This design comes from an exercise in tuning for small area, a short achievable clock period and few clock cycles per item on the open sky130 flow, not from production work. Power and IR drop assume default switching activity.

==> run K <==
Design MyDesign, start of the top module:
module MyDesign (
  input   wire dut_run,
  output  wire dut_busy,
  input   wire reset_b,
  input   wire clk,
  output wire        input_sram_write_enable,
  output wire [11:0] input_sram_write_addresss,
  output wire [15:0] input_sram_write_data,
  output reg  [11:0] input_sram_read_address,
  input  wire [15:0] input_sram_read_data,
  output wire        output_sram_write_enable,
  output reg  [11:0] output_sram_write_addresss,
  output wire [15:0] output_sram_write_data,
  output wire [11:0] output_sram_read_address,
  input  wire [15:0] output_sram_read_data,
  output wire        scratchpad_sram_write_enable,
  output wire [11:0] scratchpad_sram_write_addresss,
  output wire [15:0] scratchpad_sram_write_data,
  output wire [11:0] scratchpad_sram_read_address,
  input  wire [15:0] scratchpad_sram_read_data,
  output wire        weights_sram_write_enable,
  output wire [11:0] weights_sram_write_addresss,
  output wire [15:0] weights_sram_write_data,
  output wire [11:0] weights_sram_read_address,
  input  wire [15:0] weights_sram_read_data
);
Settings: LEC_CHECK=0, CAP_MARGIN=70, CORE_MARGIN=2, CORE_UTILIZATION=60, CTS_CLUSTER_SIZE=30, SLEW_MARGIN=70, SYNTH_HIERARCHICAL=1; clock period 12.0 ns.
run.sh (not shown) runs the stock make flow with config.mk's settings and CLKGATE_MAP_FILE= SYNTH_SCRIPT=/design/flow/synth_recipe.tcl, a recipe that flattens the netlist after the stock synthesis.
==> run B: changes against run K <==
--- a/flow/design.v
+++ b/flow/design.v
@@ -1710,13 +1710,13 @@
   wire t590, t591;
   ha_bit u592 (.a(i[54]), .b(t588), .s(t590), .co(t591));
   assign o = {t591, t589, t587, t585, t590, t583, t581, t579, t586, t577, t569, t580, t567, t578, t551, t568, t549, t566, t527, t550, t525, t548, t526, t495, t497, t524, t461, t494, t496, t459, t460, t421, t419, t458, t420, t418, t377, t416, t376, t374, t372, t331, t330, t332, t293, t295, t292, t294, t263, t261, t237, t235, t262, t260, t236, t216, t202, t194};
 endmodule
 module fin (
   input  wire [57:0] i,
-  output wire [6:0] r
+  output wire [8:0] r
 );
   wire t0, t1;
   fa_bit u2 (.a(i[4]), .b(i[5]), .c(i[6]), .s(t0), .co(t1));
   wire t2, t3;
   fa_bit u4 (.a(i[8]), .b(i[9]), .c(i[10]), .s(t2), .co(t3));
   wire t4, t5;
@@ -1769,13 +1769,13 @@
   wire t51 = i[56] | i[57];
   wire t52, t53;
   ha_bit u54 (.a(t50), .b(t47), .s(t52), .co(t53));
   wire [18:0] qa = {t51, t52, t45, t41, t37, t33, t29, t25, t21, t17, t13, t9, t5, t2, i[7], i[3], i[2], i[1], i[0]};
   wire [18:0] qb = {t53, t49, t48, t44, t40, t36, t32, t28, t24, t20, t16, t12, t8, t4, t0, 1'b0, 1'b0, 1'b0, 1'b0};
   wire [18:0] s = ~qa + ~qb;
-  assign r = s[18] ? 7'd0 : (|s[17:7] ? 7'd127 : s[6:0]);
+  assign r = {s[18], |s[17:7], s[6:0]};
 endmodule
 module fa_bit (input wire a, b, c, output wire s, co);
   assign s  = a ^ b ^ c;
   assign co = (a & b) | (a & c) | (b & c);
 endmodule
 module ha_bit (input wire a, b, output wire s, co);
@@ -1808,13 +1808,14 @@
   output wire [11:0] weights_sram_read_address,
   input  wire [15:0] weights_sram_read_data
 );
   assign input_sram_write_enable   = 1'b0;
   assign input_sram_write_addresss = 12'd0;
   assign input_sram_write_data     = 16'd0;
-  reg        busy;
+  reg        busy;                
+  reg        run;                 
   reg        av;                  
   reg  [2:0] wcnt;                
   reg  [3:0] endsr;               
   wire       start = dut_run & ~busy;
   reg        pv, ph;
   reg  [5:0] pr;
@@ -1824,49 +1825,55 @@
   wire [5:0] rmask = {nreg[6], |nreg[6:5], |nreg[6:4], |nreg[6:3], |nreg[6:2], |nreg[6:1]};
   wire       lastcol = (pj == cmask);
   wire       lastrow = (pr == rmask);
   reg  [15:0] XR, XRp, XA, XAp, XB, XBp;
   reg  [15:0] XRo, XAo;           
   reg         weo;                
+  reg  [4:0]  spwa;               
   reg         xv, xh, xlast, xn4;
   reg  [5:0]  xr;
   reg  [4:0]  xj;
-  wire        endd = busy & xh & (&XR);
+  wire        endd = run & xh & (&XR);
+  reg  [11:0] ira;                
+  reg  [4:0]  spra;               
   reg  [6:0]  wra;                
   reg  [4:0]  jA, jB, jC, jD;     
   always @(posedge clk) begin
     if (!reset_b) begin
       busy  <= 1'b0;
+      run   <= 1'b0;
       weo   <= 1'b0;
       av    <= 1'b0;
       pv    <= 1'b0;
       endsr <= 4'd0;
     end else begin
       endsr <= {endsr[2:0], endd};
       if (start) begin
         busy  <= 1'b1;
+        run   <= 1'b1;
         weo   <= 1'b1;
         av   <= 1'b1;
         pv   <= 1'b0;
       end else begin
+        if (endsr[2]) run  <= 1'b0;
         if (endsr[3]) busy <= 1'b0;
         if (endsr[0]) weo <= 1'b0;
         if (endd) begin
           av <= 1'b0;
           pv <= 1'b0;
         end else
           pv <= av;
       end
     end
   end
   always @(posedge clk) begin
-    if (av) input_sram_read_address <= input_sram_read_address + 12'd1;
-    else    input_sram_read_address <= 12'd0;
-    if (!busy)              wcnt <= 3'd0;
+    if (av) ira <= ira + 12'd1;
+    else    ira <= 12'd0;
+    if (!run)               wcnt <= 3'd0;
     else if (wcnt != 3'd6)  wcnt <= wcnt + 3'd1;
-    if (!busy)              wra <= 7'd0;
+    if (!run)               wra <= 7'd0;
     else if (wcnt < 3'd4)   wra <= {4'd0, wcnt + 3'd1};
     else                    wra <= {2'b10, pj};
     if (!pv)
       ph <= 1'b1;
     else if (ph) begin
       ph   <= 1'b0;
@@ -1878,12 +1885,27 @@
       if (lastrow) ph <= 1'b1;
       else         pr <= pr + 6'd1;
     end else
       pj <= pj + 5'd1;
   end
   always @(posedge clk) begin
+    if (!reset_b) begin
+      input_sram_read_address <= 12'd0;
+      spra <= 5'd0;
+      spwa <= 5'd0;
+    end else begin
+      spwa <= pj;
+      if (av) input_sram_read_address <= ira + 12'd1;
+      else    input_sram_read_address <= 12'd0;
+      if (pv) begin
+        if (ph | lastcol) spra <= 5'd0;
+        else              spra <= pj + 5'd1;
+      end
+    end
+  end
+  always @(posedge clk) begin
     XR  <= input_sram_read_data;
     XRp <= XR;
     XA  <= scratchpad_sram_read_data;
     XAp <= XA;
     XB  <= weights_sram_read_data;
     XBp <= XB;
@@ -1904,15 +1926,15 @@
       XAo <= 16'd0;
     end else begin
       XRo <= input_sram_read_data;
       XAo <= scratchpad_sram_read_data;
     end
   end
-  assign scratchpad_sram_read_address   = {7'd0, pj};
+  assign scratchpad_sram_read_address   = {7'd0, spra};
   assign scratchpad_sram_write_enable   = weo;
-  assign scratchpad_sram_write_addresss = {7'd0, xj};
+  assign scratchpad_sram_write_addresss = {7'd0, spwa};
   assign scratchpad_sram_write_data     = XRo;
   assign weights_sram_read_address      = {5'd0, wra};
   assign weights_sram_write_enable      = weo;
   assign weights_sram_write_addresss    = {7'b0000010, jA};
   assign weights_sram_write_data        = XAo;
   assign output_sram_read_address       = {7'b1000000, jB};
@@ -1941,47 +1963,51 @@
   mac_s3 m3b (.x0(XBp[7:0]), .x1(XB[15:8]), .x2(XB[7:0]),  .g0(k00), .g1(k01), .g2(k02), .i(P2b), .o(s3b));
   always @(posedge clk) begin
     P1a <= s1a; P1b <= s1b;
     P2a <= s2a; P2b <= s2b;
     P3a <= s3a; P3b <= s3b;
   end
-  wire [6:0] r0, r1;
+  wire [8:0] r0, r1;
   fin f0 (.i(P3a), .r(r0));
   fin f1 (.i(P3b), .r(r1));
-  reg  [6:0]  R0, R1;
+  reg  [8:0]  R0, R1;
   always @(posedge clk) begin
     R0 <= r0;
     R1 <= r1;
   end
-  wire [6:0]  H = (R1 > R0) ? R1 : R0;
   reg [4:0] T1, T2, T3, T4;
   wire [4:0] T0 = {xv & (|xr[5:1]) & (|xj), ~xr[0], xr[1] ^ xj[0], xlast, xn4};
   always @(posedge clk) begin
     if (!reset_b) begin
       T1 <= 5'd0; T2 <= 5'd0; T3 <= 5'd0; T4 <= 5'd0;
     end else begin
       T1 <= T0; T2 <= T1; T3 <= T2; T4 <= T3;
     end
   end
-  wire t_ov = T4[4], t_even = T4[3], t_par = T4[2], t_last = T4[1], t_n4 = T4[0];
+  wire t_ov = T4[4], t_even = T4[3], t_par = T4[2], t_last = T4[1];
   reg  [6:0]  Creg, Hhold, pend;
   reg  [11:0] oaddr;
   reg         owe;
   reg  [6:0]  owh, owl;
-  wire [6:0]  cv   = t_n4 ? Hhold : Creg;
-  wire [6:0]  item = (H > cv) ? H : cv;
-  always @(posedge clk) Creg <= output_sram_read_data[14:8];
+  wire [6:0]  c0 = R0[8] ? 7'd0 : (R0[7] ? 7'd127 : R0[6:0]);
+  wire [6:0]  c1 = R1[8] ? 7'd0 : (R1[7] ? 7'd127 : R1[6:0]);
+  wire        g01 = c0 > c1;
+  wire        g0c = c0 > Creg;
+  wire        g1c = c1 > Creg;
+  wire [6:0]  H    = g01 ? c0 : c1;
+  wire [6:0]  item = (g01 & g0c) ? c0 : ((~g01 & g1c) ? c1 : Creg);
+  always @(posedge clk) Creg <= T3[0] ? Hhold : output_sram_read_data[14:8];
   always @(posedge clk) begin
     if (!reset_b) begin
       owe <= 1'b0;
     end else begin
       owe <= t_ov & (t_even | t_par | t_last);
     end
   end
   always @(posedge clk) begin
-    if (!busy) oaddr <= 12'd0;
+    if (!run) oaddr <= 12'd0;
     if (t_ov) begin
       if (t_even) begin
         Hhold <= H;
         owh   <= H;
         output_sram_write_addresss <= {7'b1000000, jD};
       end else begin
==> flow/flow/run.sh (new file) <==
#!/bin/bash
# The standard layout (the standard.sh, standard synthesis unchanged), with
# the port buffers inserted by buffer_ports made from buf_2 cells instead of
# the default choice. Each tool's output goes to ORFS's own logs under orfs/;
# this script's output goes to run_flow.log.
set -euo pipefail
export BUFFER_PORTS_ARGS="-buffer_cell sky130_fd_sc_hd__buf_2"
bash standard.sh > run_flow.log 2>&1
==> flow/standard.sh (new file) <==
#!/bin/bash
# synth_recipe.tcl (not shown) runs the flow's synth.tcl, then flattens the netlist and writes it again
# the make line also repeats each setting of config.mk as NAME=value (left out here)
make -C /OpenROAD-flow-scripts/flow DESIGN_CONFIG=/design/flow/config.mk WORK_HOME=/design/flow/orfs CLKGATE_MAP_FILE= SYNTH_SCRIPT=/design/flow/synth_recipe.tcl "${@:-finish}"
==> flow/config.mk (replaced) <==
export PLATFORM = sky130hd
export DESIGN_NAME = MyDesign
export DESIGN_NICKNAME = MyDesign
export VERILOG_FILES = /design/flow/design.v
export SDC_FILE = /design/flow/constraint.sdc
export NUM_CORES = 4
export LEC_CHECK = 0
export CAP_MARGIN = 50
export CORE_MARGIN = 2
export CORE_UTILIZATION = 60
export CTS_CLUSTER_DIAMETER = 150
export CTS_CLUSTER_SIZE = 25
export SLEW_MARGIN = 50
export SYNTH_HIERARCHICAL = 1
removed: flow/run.sh
==> run H: changes against run K <==
--- a/flow/design.v
+++ b/flow/design.v
@@ -1710,13 +1710,13 @@
   wire t590, t591;
   ha_bit u592 (.a(i[54]), .b(t588), .s(t590), .co(t591));
   assign o = {t591, t589, t587, t585, t590, t583, t581, t579, t586, t577, t569, t580, t567, t578, t551, t568, t549, t566, t527, t550, t525, t548, t526, t495, t497, t524, t461, t494, t496, t459, t460, t421, t419, t458, t420, t418, t377, t416, t376, t374, t372, t331, t330, t332, t293, t295, t292, t294, t263, t261, t237, t235, t262, t260, t236, t216, t202, t194};
 endmodule
 module fin (
   input  wire [57:0] i,
-  output wire [6:0] r
+  output wire [8:0] r
 );
   wire t0, t1;
   fa_bit u2 (.a(i[4]), .b(i[5]), .c(i[6]), .s(t0), .co(t1));
   wire t2, t3;
   fa_bit u4 (.a(i[8]), .b(i[9]), .c(i[10]), .s(t2), .co(t3));
   wire t4, t5;
@@ -1769,13 +1769,13 @@
   wire t51 = i[56] | i[57];
   wire t52, t53;
   ha_bit u54 (.a(t50), .b(t47), .s(t52), .co(t53));
   wire [18:0] qa = {t51, t52, t45, t41, t37, t33, t29, t25, t21, t17, t13, t9, t5, t2, i[7], i[3], i[2], i[1], i[0]};
   wire [18:0] qb = {t53, t49, t48, t44, t40, t36, t32, t28, t24, t20, t16, t12, t8, t4, t0, 1'b0, 1'b0, 1'b0, 1'b0};
   wire [18:0] s = ~qa + ~qb;
-  assign r = s[18] ? 7'd0 : (|s[17:7] ? 7'd127 : s[6:0]);
+  assign r = {s[18], |s[17:7], s[6:0]};
 endmodule
 module fa_bit (input wire a, b, c, output wire s, co);
   assign s  = a ^ b ^ c;
   assign co = (a & b) | (a & c) | (b & c);
 endmodule
 module ha_bit (input wire a, b, output wire s, co);
@@ -1808,13 +1808,14 @@
   output wire [11:0] weights_sram_read_address,
   input  wire [15:0] weights_sram_read_data
 );
   assign input_sram_write_enable   = 1'b0;
   assign input_sram_write_addresss = 12'd0;
   assign input_sram_write_data     = 16'd0;
-  reg        busy;
+  reg        busy;                
+  reg        run;                 
   reg        av;                  
   reg  [2:0] wcnt;                
   reg  [3:0] endsr;               
   wire       start = dut_run & ~busy;
   reg        pv, ph;
   reg  [5:0] pr;
@@ -1824,49 +1825,55 @@
   wire [5:0] rmask = {nreg[6], |nreg[6:5], |nreg[6:4], |nreg[6:3], |nreg[6:2], |nreg[6:1]};
   wire       lastcol = (pj == cmask);
   wire       lastrow = (pr == rmask);
   reg  [15:0] XR, XRp, XA, XAp, XB, XBp;
   reg  [15:0] XRo, XAo;           
   reg         weo;                
+  reg  [4:0]  spwa;               
   reg         xv, xh, xlast, xn4;
   reg  [5:0]  xr;
   reg  [4:0]  xj;
-  wire        endd = busy & xh & (&XR);
+  wire        endd = run & xh & (&XR);
+  reg  [11:0] ira;                
+  reg  [4:0]  spra;               
   reg  [6:0]  wra;                
   reg  [4:0]  jA, jB, jC, jD;     
   always @(posedge clk) begin
     if (!reset_b) begin
       busy  <= 1'b0;
+      run   <= 1'b0;
       weo   <= 1'b0;
       av    <= 1'b0;
       pv    <= 1'b0;
       endsr <= 4'd0;
     end else begin
       endsr <= {endsr[2:0], endd};
       if (start) begin
         busy  <= 1'b1;
+        run   <= 1'b1;
         weo   <= 1'b1;
         av   <= 1'b1;
         pv   <= 1'b0;
       end else begin
+        if (endsr[2]) run  <= 1'b0;
         if (endsr[3]) busy <= 1'b0;
         if (endsr[0]) weo <= 1'b0;
         if (endd) begin
           av <= 1'b0;
           pv <= 1'b0;
         end else
           pv <= av;
       end
     end
   end
   always @(posedge clk) begin
-    if (av) input_sram_read_address <= input_sram_read_address + 12'd1;
-    else    input_sram_read_address <= 12'd0;
-    if (!busy)              wcnt <= 3'd0;
+    if (av) ira <= ira + 12'd1;
+    else    ira <= 12'd0;
+    if (!run)               wcnt <= 3'd0;
     else if (wcnt != 3'd6)  wcnt <= wcnt + 3'd1;
-    if (!busy)              wra <= 7'd0;
+    if (!run)               wra <= 7'd0;
     else if (wcnt < 3'd4)   wra <= {4'd0, wcnt + 3'd1};
     else                    wra <= {2'b10, pj};
     if (!pv)
       ph <= 1'b1;
     else if (ph) begin
       ph   <= 1'b0;
@@ -1878,12 +1885,27 @@
       if (lastrow) ph <= 1'b1;
       else         pr <= pr + 6'd1;
     end else
       pj <= pj + 5'd1;
   end
   always @(posedge clk) begin
+    if (!reset_b) begin
+      input_sram_read_address <= 12'd0;
+      spra <= 5'd0;
+      spwa <= 5'd0;
+    end else begin
+      spwa <= pj;
+      if (av) input_sram_read_address <= ira + 12'd1;
+      else    input_sram_read_address <= 12'd0;
+      if (pv) begin
+        if (ph | lastcol) spra <= 5'd0;
+        else              spra <= pj + 5'd1;
+      end
+    end
+  end
+  always @(posedge clk) begin
     XR  <= input_sram_read_data;
     XRp <= XR;
     XA  <= scratchpad_sram_read_data;
     XAp <= XA;
     XB  <= weights_sram_read_data;
     XBp <= XB;
@@ -1904,15 +1926,15 @@
       XAo <= 16'd0;
     end else begin
       XRo <= input_sram_read_data;
       XAo <= scratchpad_sram_read_data;
     end
   end
-  assign scratchpad_sram_read_address   = {7'd0, pj};
+  assign scratchpad_sram_read_address   = {7'd0, spra};
   assign scratchpad_sram_write_enable   = weo;
-  assign scratchpad_sram_write_addresss = {7'd0, xj};
+  assign scratchpad_sram_write_addresss = {7'd0, spwa};
   assign scratchpad_sram_write_data     = XRo;
   assign weights_sram_read_address      = {5'd0, wra};
   assign weights_sram_write_enable      = weo;
   assign weights_sram_write_addresss    = {7'b0000010, jA};
   assign weights_sram_write_data        = XAo;
   assign output_sram_read_address       = {7'b1000000, jB};
@@ -1941,47 +1963,51 @@
   mac_s3 m3b (.x0(XBp[7:0]), .x1(XB[15:8]), .x2(XB[7:0]),  .g0(k00), .g1(k01), .g2(k02), .i(P2b), .o(s3b));
   always @(posedge clk) begin
     P1a <= s1a; P1b <= s1b;
     P2a <= s2a; P2b <= s2b;
     P3a <= s3a; P3b <= s3b;
   end
-  wire [6:0] r0, r1;
+  wire [8:0] r0, r1;
   fin f0 (.i(P3a), .r(r0));
   fin f1 (.i(P3b), .r(r1));
-  reg  [6:0]  R0, R1;
+  reg  [8:0]  R0, R1;
   always @(posedge clk) begin
     R0 <= r0;
     R1 <= r1;
   end
-  wire [6:0]  H = (R1 > R0) ? R1 : R0;
   reg [4:0] T1, T2, T3, T4;
   wire [4:0] T0 = {xv & (|xr[5:1]) & (|xj), ~xr[0], xr[1] ^ xj[0], xlast, xn4};
   always @(posedge clk) begin
     if (!reset_b) begin
       T1 <= 5'd0; T2 <= 5'd0; T3 <= 5'd0; T4 <= 5'd0;
     end else begin
       T1 <= T0; T2 <= T1; T3 <= T2; T4 <= T3;
     end
   end
-  wire t_ov = T4[4], t_even = T4[3], t_par = T4[2], t_last = T4[1], t_n4 = T4[0];
+  wire t_ov = T4[4], t_even = T4[3], t_par = T4[2], t_last = T4[1];
   reg  [6:0]  Creg, Hhold, pend;
   reg  [11:0] oaddr;
   reg         owe;
   reg  [6:0]  owh, owl;
-  wire [6:0]  cv   = t_n4 ? Hhold : Creg;
-  wire [6:0]  item = (H > cv) ? H : cv;
-  always @(posedge clk) Creg <= output_sram_read_data[14:8];
+  wire [6:0]  c0 = R0[8] ? 7'd0 : (R0[7] ? 7'd127 : R0[6:0]);
+  wire [6:0]  c1 = R1[8] ? 7'd0 : (R1[7] ? 7'd127 : R1[6:0]);
+  wire        g01 = c0 > c1;
+  wire        g0c = c0 > Creg;
+  wire        g1c = c1 > Creg;
+  wire [6:0]  H    = g01 ? c0 : c1;
+  wire [6:0]  item = (g01 & g0c) ? c0 : ((~g01 & g1c) ? c1 : Creg);
+  always @(posedge clk) Creg <= T3[0] ? Hhold : output_sram_read_data[14:8];
   always @(posedge clk) begin
     if (!reset_b) begin
       owe <= 1'b0;
     end else begin
       owe <= t_ov & (t_even | t_par | t_last);
     end
   end
   always @(posedge clk) begin
-    if (!busy) oaddr <= 12'd0;
+    if (!run) oaddr <= 12'd0;
     if (t_ov) begin
       if (t_even) begin
         Hhold <= H;
         owh   <= H;
         output_sram_write_addresss <= {7'b1000000, jD};
       end else begin
==> flow/flow/run.sh (new file) <==
#!/bin/bash
# The standard layout (the standard.sh, standard synthesis unchanged), with
# the port buffers inserted by buffer_ports made from buf_2 cells instead of
# the default choice. Each tool's output goes to ORFS's own logs under orfs/;
# this script's output goes to run_flow.log.
set -euo pipefail
export BUFFER_PORTS_ARGS="-buffer_cell sky130_fd_sc_hd__buf_2"
bash standard.sh > run_flow.log 2>&1
==> flow/standard.sh (new file) <==
#!/bin/bash
# synth_recipe.tcl (not shown) runs the flow's synth.tcl, then flattens the netlist and writes it again
# the make line also repeats each setting of config.mk as NAME=value (left out here)
make -C /OpenROAD-flow-scripts/flow DESIGN_CONFIG=/design/flow/config.mk WORK_HOME=/design/flow/orfs CLKGATE_MAP_FILE= SYNTH_SCRIPT=/design/flow/synth_recipe.tcl "${@:-finish}"
==> flow/config.mk (replaced) <==
export PLATFORM = sky130hd
export DESIGN_NAME = MyDesign
export DESIGN_NICKNAME = MyDesign
export VERILOG_FILES = /design/flow/design.v
export SDC_FILE = /design/flow/constraint.sdc
export NUM_CORES = 4
export LEC_CHECK = 0
export CAP_MARGIN = 70
export CORE_MARGIN = 2
export CORE_UTILIZATION = 70
export CTS_CLUSTER_DIAMETER = 150
export CTS_CLUSTER_SIZE = 25
export SLEW_MARGIN = 70
export SYNTH_HIERARCHICAL = 1
removed: flow/run.sh
==> notes <==
Run H completed with no timing, DRC or antenna violations. Run B completed with no timing, DRC or antenna violations. Run K completed without violations.
Die area: run H < run K < run B.
Sequential power is about the same in run B and run H.
The highest clock-buffer cell count belongs to run K, the lowest to run B.
Sequential share of layout area: run K < run B < run H.
In area after synthesis, run H and run B do not differ.
Clock skew: run K < run H < run B.
Power, highest first: run K, run H, run B.
==> figures <==
                                                                                            run B                run K            run H
Area share of the largest cell type after synthesis                                         0.410                0.417            0.410
Final weighted congestion of routability-driven global placement                            0.870                0.894            0.907
Die W                                                                                      301 µm               298 µm           279 µm
Number of distinct library cell variants in the gate-level netlist after synthesis             65                   80               65
Synthesized area per cell                                                                11.9 µm²             12.0 µm²         11.9 µm²
Gate Count Post-Synth                                                                       4,435                4,332            4,435
Comb pwr                                                                                  10.9 mW              12.2 mW          11.0 mW
Worst ir drop on vdd                                                                   0.000416 V           0.000596 V       0.000384 V
Worst Setup SP                                                                      R0[7]$_DFF_P_  pj[2]$_SDFFCE_PN0P_  P3b[52]$_DFF_P_
Filler cells                                                                                7,182                6,638            5,381
Shortest period the worst path allows                                                     3.81 ns              4.16 ns          3.68 ns
Number of cells in the design after placement                                               5,337                5,344            5,257
Result of the run                                                        timing/DRC/antenna clean  timing/DRC/antenna clean  timing/DRC/antenna clean
Met3 Usage GRT                                                                             0.0404               0.0631           0.0643
Worst hold endpoint                                                                 jD[1]$_DFF_P_        jD[1]$_DFF_P_    jD[2]$_DFF_P_
No run of this note included a check of the RTL's function; only the layout flow was run.

==> re-timing with driven ports <==
Ports are ideal in the flow. The routed layouts listed here were re-timed in OpenROAD. Step 1: set_driving_cell puts a clkbuf_16 on clk and a buf_2 on each other input, an assumption about the parent block. Step 2 also shifts input and output timing later by t, the mid clock arrival at the registers, as if the neighbouring blocks saw the same clock. Slacks: no drivers / after step 1 / after step 2; pairs: no drivers / after step 1.
| run | t (ns) | setup slack, ns | worst register clock-pin slew, ns | worst data-port slew with drivers (ns) |
|---|---|---|---|---|
| run K | 0.695 | 7.842 / 7.775 / 7.876 | 0.07 / 0.07 | 0.05 |
| run B | 0.674 | 8.186 / 8.186 / 8.186 | 0.11 / 0.11 | 0.03 |
| run H | 0.665 | 8.316 / 8.316 / 8.316 | 0.11 / 0.11 | 0.04 |
After both steps setup and hold are still met in every run listed.
